This design comes from an exercise in tuning for small area on the open sky130 flow, not from production work. Only simulation tests tie the RTL to the original design; equivalence was not proved. Power figures rest on the tool's default switching activity, not on a simulated workload.

==> module flash_driver, before the edit <==
module flash_driver#(
    parameter                                   BLOCK_SIZE         = 64*1024,
    parameter                                   PAGE_SIZE          = 256   ,
    parameter                                   BLCOK_WIDTH        = $clog2(BLOCK_SIZE)
)
(
    input                                       clk                 ,
    input                                       rst                 ,
    output                                      spi_cs              ,
    output                                      spi_sdo             ,
    input                                       spi_sdi             ,
    input                                       flash_start         ,
    input                                       flash_wr_rd         , 
    input              [BLCOK_WIDTH-1: 0]       flash_length        ,
    input              [23: 0]                  flash_addr          ,
    input              [7: 0]                   flash_wr_data       ,
    output                                      flash_wr_req        ,
    output reg         [7: 0]                   flash_rd_data       ,
    output reg                                  flash_rd_vld        ,
    output                                      flash_busy
);
    localparam [2:0] IDLE   = 3'd0,
                     STAT   = 3'd1,
                     WREN   = 3'd5,
                     BERASE = 3'd2,
                     PP     = 3'd6,
                     RD     = 3'd4,
                     FIN    = 3'd7;
    reg  [2:0]  st;
    reg  [2:0]  nst;
    reg         erased;      
    reg  [2:0]  bcnt;        
    reg  [2:0]  ph;          
    reg  [23:0] a;
    reg  [15:0] len;
    wire s_idle = (st == IDLE);
    wire s_stat = (st == STAT);
    wire s_wren = (st == WREN);
    wire s_ber  = (st == BERASE);
    wire s_pp   = (st == PP);
    wire s_rd   = (st == RD);
    wire s_fin  = (st == FIN);
    wire bit7   = (bcnt == 3'd7);
    wire p0     = (ph == 3'd0);
    wire p3     = (ph == 3'd3);
    wire pdat   = ph[2] & ~ph[1];
    wire pre    = ph[2] & ph[1];
    wire paddr  = ~ph[2] & (ph[1:0] != 2'd0);
    wire p3d    = p3 | pdat;
    reg         eqf;         
    wire eq     = eqf;
    wire pgend  = (a[7:0] == 8'd0);
    assign flash_busy = ~s_idle;
    wire leave = bit7 & ((s_stat & ~p0 & ~spi_sdi) | s_wren | (s_ber & p3)
                         | ((s_pp | s_rd) & p3d & eq) | (s_pp & pdat & pgend));
    always @(*) begin
        case (st)
            STAT:    nst = flash_wr_rd ? RD : WREN;
            WREN:    nst = erased ? PP : BERASE;
            BERASE:  nst = STAT;
            PP:      nst = eq ? FIN : STAT;
            default: nst = FIN;
        endcase
    end
    always @(posedge clk) begin
        if (rst | s_fin)  st <= IDLE;
        else if (s_idle)  begin if (flash_start) st <= STAT; end
        else if (leave)   st <= nst;
    end
    assign spi_cs = s_idle | s_fin | pre;
    always @(posedge clk) begin
        erased <= ~s_idle & (erased | s_ber);
    end
    always @(posedge clk) begin
        if (leave | s_idle | s_fin) begin
            bcnt <= 3'd0;
            ph   <= 3'd6;
        end else if (pre) begin
            bcnt <= 3'd0;
            ph   <= 3'd0;
        end else begin
            bcnt <= bcnt + 3'd1;
            if (bit7 && !ph[2]) ph <= ph + 3'd1;
        end
    end
    wire shift    = paddr & ~s_stat;
    wire rot      = pdat & ~bcnt[2] & (s_pp | s_rd);
    wire       first = (bcnt[1:0] == 2'd0);
    reg        cin;          
    always @(*) begin
        case (bcnt[1:0])
            2'd0: cin = 1'b1;
            2'd1: cin = (a[15:12] == 4'd0);
            2'd2: cin = (a[15:8] == 8'd0);
            default: cin = (a[15:4] == 12'd0);
        endcase
    end
    wire [3:0] sum   = a[3:0] + {3'd0, cin};
    reg  [3:0] lnib;
    always @(*) begin
        case (bcnt[1:0])
            2'd0: lnib = len[3:0];
            2'd1: lnib = len[7:4];
            2'd2: lnib = len[11:8];
            default: lnib = len[15:12];
        endcase
    end
    wire [3:0] cmpv = pdat ? sum[3:0] : 4'd0;
    always @(posedge clk) begin
        if (!bcnt[2]) eqf <= (first | eqf) & (cmpv == lnib);
    end
    always @(posedge clk) begin
        if (flash_start) begin
            a   <= flash_addr;
            len <= flash_length;
        end else begin
            if (shift)    a       <= {a[22:0], a[23] & ~s_rd};
            if (rot)      a[15:0] <= {sum[3:0], a[15:4]};
        end
    end
    always @(posedge clk) begin
        if (s_pp && bit7) flash_rd_data <= flash_wr_data;
        else              flash_rd_data <= {flash_rd_data[6:0], spi_sdi};
    end
    always @(posedge clk) begin
        flash_rd_vld <= s_rd & pdat & bit7;
    end
    assign flash_wr_req = s_pp & (bcnt == 3'd6) & p3d & ~eq & (p3 | ~pgend);
    reg cmd_bit;
    always @(*) begin
        case (st)
            STAT:    cmd_bit = (bcnt == 3'd5) | (bcnt == 3'd7);                     
            WREN:    cmd_bit = (bcnt == 3'd5) | (bcnt == 3'd6);                     
            BERASE:  cmd_bit = (bcnt == 3'd0) | (bcnt == 3'd1) | (bcnt == 3'd3)
                             | (bcnt == 3'd4);                                       
            PP:      cmd_bit = (bcnt == 3'd6);                                       
            RD:      cmd_bit = (bcnt == 3'd6) | (bcnt == 3'd7);                     
            default: cmd_bit = 1'b0;
        endcase
    end
    assign spi_sdo = p0    ? cmd_bit :
                     paddr ? (a[23] & ~s_stat) :
                             (flash_rd_data[7] & s_pp);
endmodule
Settings: LEC_CHECK=0, CAP_MARGIN=20, CORE_MARGIN=2, CORE_UTILIZATION=40, SLEW_MARGIN=20; clock period 10.0 ns.
standard.sh (not shown) runs the stock make flow with config.mk's settings and CLKGATE_MAP_FILE= SYNTH_SCRIPT=/design/flow/synth_recipe.tcl, a recipe that flattens the netlist after the stock synthesis.
==> flow/flow/run.sh <==
#!/bin/bash
# Standard synthesis, then the standard layout with:
#  - every combinational cell set to its smallest drive before floorplan (downsize.tcl);
#    repair_design upsizes again where slew or capacitance needs it,
#  - buf_1 port buffers,
#  - clkbuf_4 clock tree without dummy loads.
# Each step's output goes to its own log here.
set -euo pipefail
here=$(pwd)
bash standard.sh synth > synth.log 2>&1
bash standard.sh \
  "PRE_FLOORPLAN_TCL=$here/flow/downsize.tcl" \
  "BUFFER_PORTS_ARGS=-buffer_cell sky130_fd_sc_hd__buf_1" \
  "CTS_ARGS=-repair_clock_nets -dont_use_dummy_load -sink_clustering_enable -buf_list sky130_fd_sc_hd__clkbuf_4" \
  finish > layout.log 2>&1
==> flow/flow/downsize.tcl <==
# Set every combinational cell to the smallest drive strength of its function; the
# flow's repair_design upsizes again wherever slew or capacitance needs it. Registers
# keep the cell synthesis gave them.
set db [ord::get_db]
set block [ord::get_db_block]
set dont_use [expr {[info exists ::env(DONT_USE_CELLS)] ? $::env(DONT_USE_CELLS) : ""}]
proc ds_dont_use {name pats} {
  foreach p $pats { if {[string match $p $name]} { return 1 } }
  return 0
}
set n 0
foreach inst [$block getInsts] {
  set m [[$inst getMaster] getName]
  if {![regexp {^(sky130_fd_sc_hd__[a-z0-9]+)_([0-9]+)$} $m -> base drv]} { continue }
  if {[regexp {df|dl|sdf|conb|tap|fill|decap|clkbuf|clkinv|probe} $base]} { continue }
  foreach d {0 1 2} {
    if {$d >= $drv} { break }
    set cand ${base}_$d
    set nm [$db findMaster $cand]
    if {$nm == "NULL" || [ds_dont_use $cand $dont_use]} { continue }
    replace_cell [$inst getName] $cand
    incr n
    break
  }
}
puts "downsize: $n cells set to a smaller drive"
The first run completed with no timing, DRC or antenna violations.
Rerun with:
--- a/flow/design.v
+++ b/flow/design.v
@@ -51,24 +51,28 @@
     reg         eqf;         
     wire eq     = eqf;
     wire pgend  = (a[7:0] == 8'd0);
     assign flash_busy = ~s_idle;
-    wire leave = bit7 & ((s_stat & ~p0 & ~spi_sdi) | s_wren | (s_ber & p3)
-                         | ((s_pp | s_rd) & p3d & eq) | (s_pp & pdat & pgend));
     always @(*) begin
+        nst = st;
         case (st)
-            STAT:    nst = flash_wr_rd ? RD : WREN;
-            WREN:    nst = erased ? PP : BERASE;
-            BERASE:  nst = STAT;
-            PP:      nst = eq ? FIN : STAT;
-            default: nst = FIN;
+            IDLE:   if (flash_start) nst = STAT;
+            STAT:   if (bit7 && !p0 && !spi_sdi) nst = flash_wr_rd ? RD : WREN;
+            WREN:   if (bit7) nst = erased ? PP : BERASE;
+            BERASE: if (bit7 && p3) nst = STAT;
+            PP:     if (bit7 && p3d && eq) nst = FIN;
+                    else if (bit7 && pdat && pgend) nst = STAT;
+            RD:     if (bit7 && p3d && eq) nst = FIN;
+            FIN:    nst = IDLE;
+            default: nst = IDLE;
         endcase
     end
     always @(posedge clk) begin
-        if (rst | s_fin)  st <= IDLE;
-        else if (s_idle)  begin if (flash_start) st <= STAT; end
-        else if (leave)   st <= nst;
+        if (rst) st <= IDLE;
+        else     st <= nst;
     end
+    wire leave = bit7 & ((s_stat & ~p0 & ~spi_sdi) | s_wren | (s_ber & p3)
+                         | ((s_pp | s_rd) & p3d & eq) | (s_pp & pdat & pgend));
     assign spi_cs = s_idle | s_fin | pre;
     always @(posedge clk) begin
         erased <= ~s_idle & (erased | s_ber);
     end
@@ -95,9 +99,9 @@
             2'd2: cin = (a[15:8] == 8'd0);
             default: cin = (a[15:4] == 12'd0);
         endcase
     end
-    wire [3:0] sum   = a[3:0] + {3'd0, cin};
+    wire [4:0] sum   = {1'b0, a[3:0]} + {4'd0, cin};
     reg  [3:0] lnib;
     always @(*) begin
         case (bcnt[1:0])
             2'd0: lnib = len[3:0];
Outcome: The new run completed without violations. Cell area decreases slightly. Worst setup slack got worse by 0.049 ns. Sequential share of layout area increases by 0.72 points. Fmax decreases slightly. Via count decreases slightly. Wire length decreases slightly. Clock-buffer cell count does not change. Clock power decreases by a few percent. Utilization decreases by 0.22 points. Total power increases by a quarter to a third. Non-clock buffer count does not change. Clock skew increases by 0.020 ns.

[re-timing with driven ports]
How much do the figures lean on ideal ports? The routed layouts below were timed once more, with nothing changed but the port constraints.
Step 1: set_driving_cell puts a clkbuf_16 on clk and a buf_2 on each other input, an assumption about the parent block.
Step 2, shift: input delay + t, output delay - t, t = (earliest + latest rising clock arrival at the registers) / 2. This alone moves slack from input paths to output paths.
a / b / c = no drivers / after step 1 / after step 2; a / b = the first two.
run	shift t [ns]	setup slack, ns	worst slew at a driven data input, ns
the first run	0.412	5.697 / 5.670 / 5.778	0.04
the second run	0.406	5.647 / 5.617 / 6.023	0.04
After both steps every run listed still meets setup and hold.
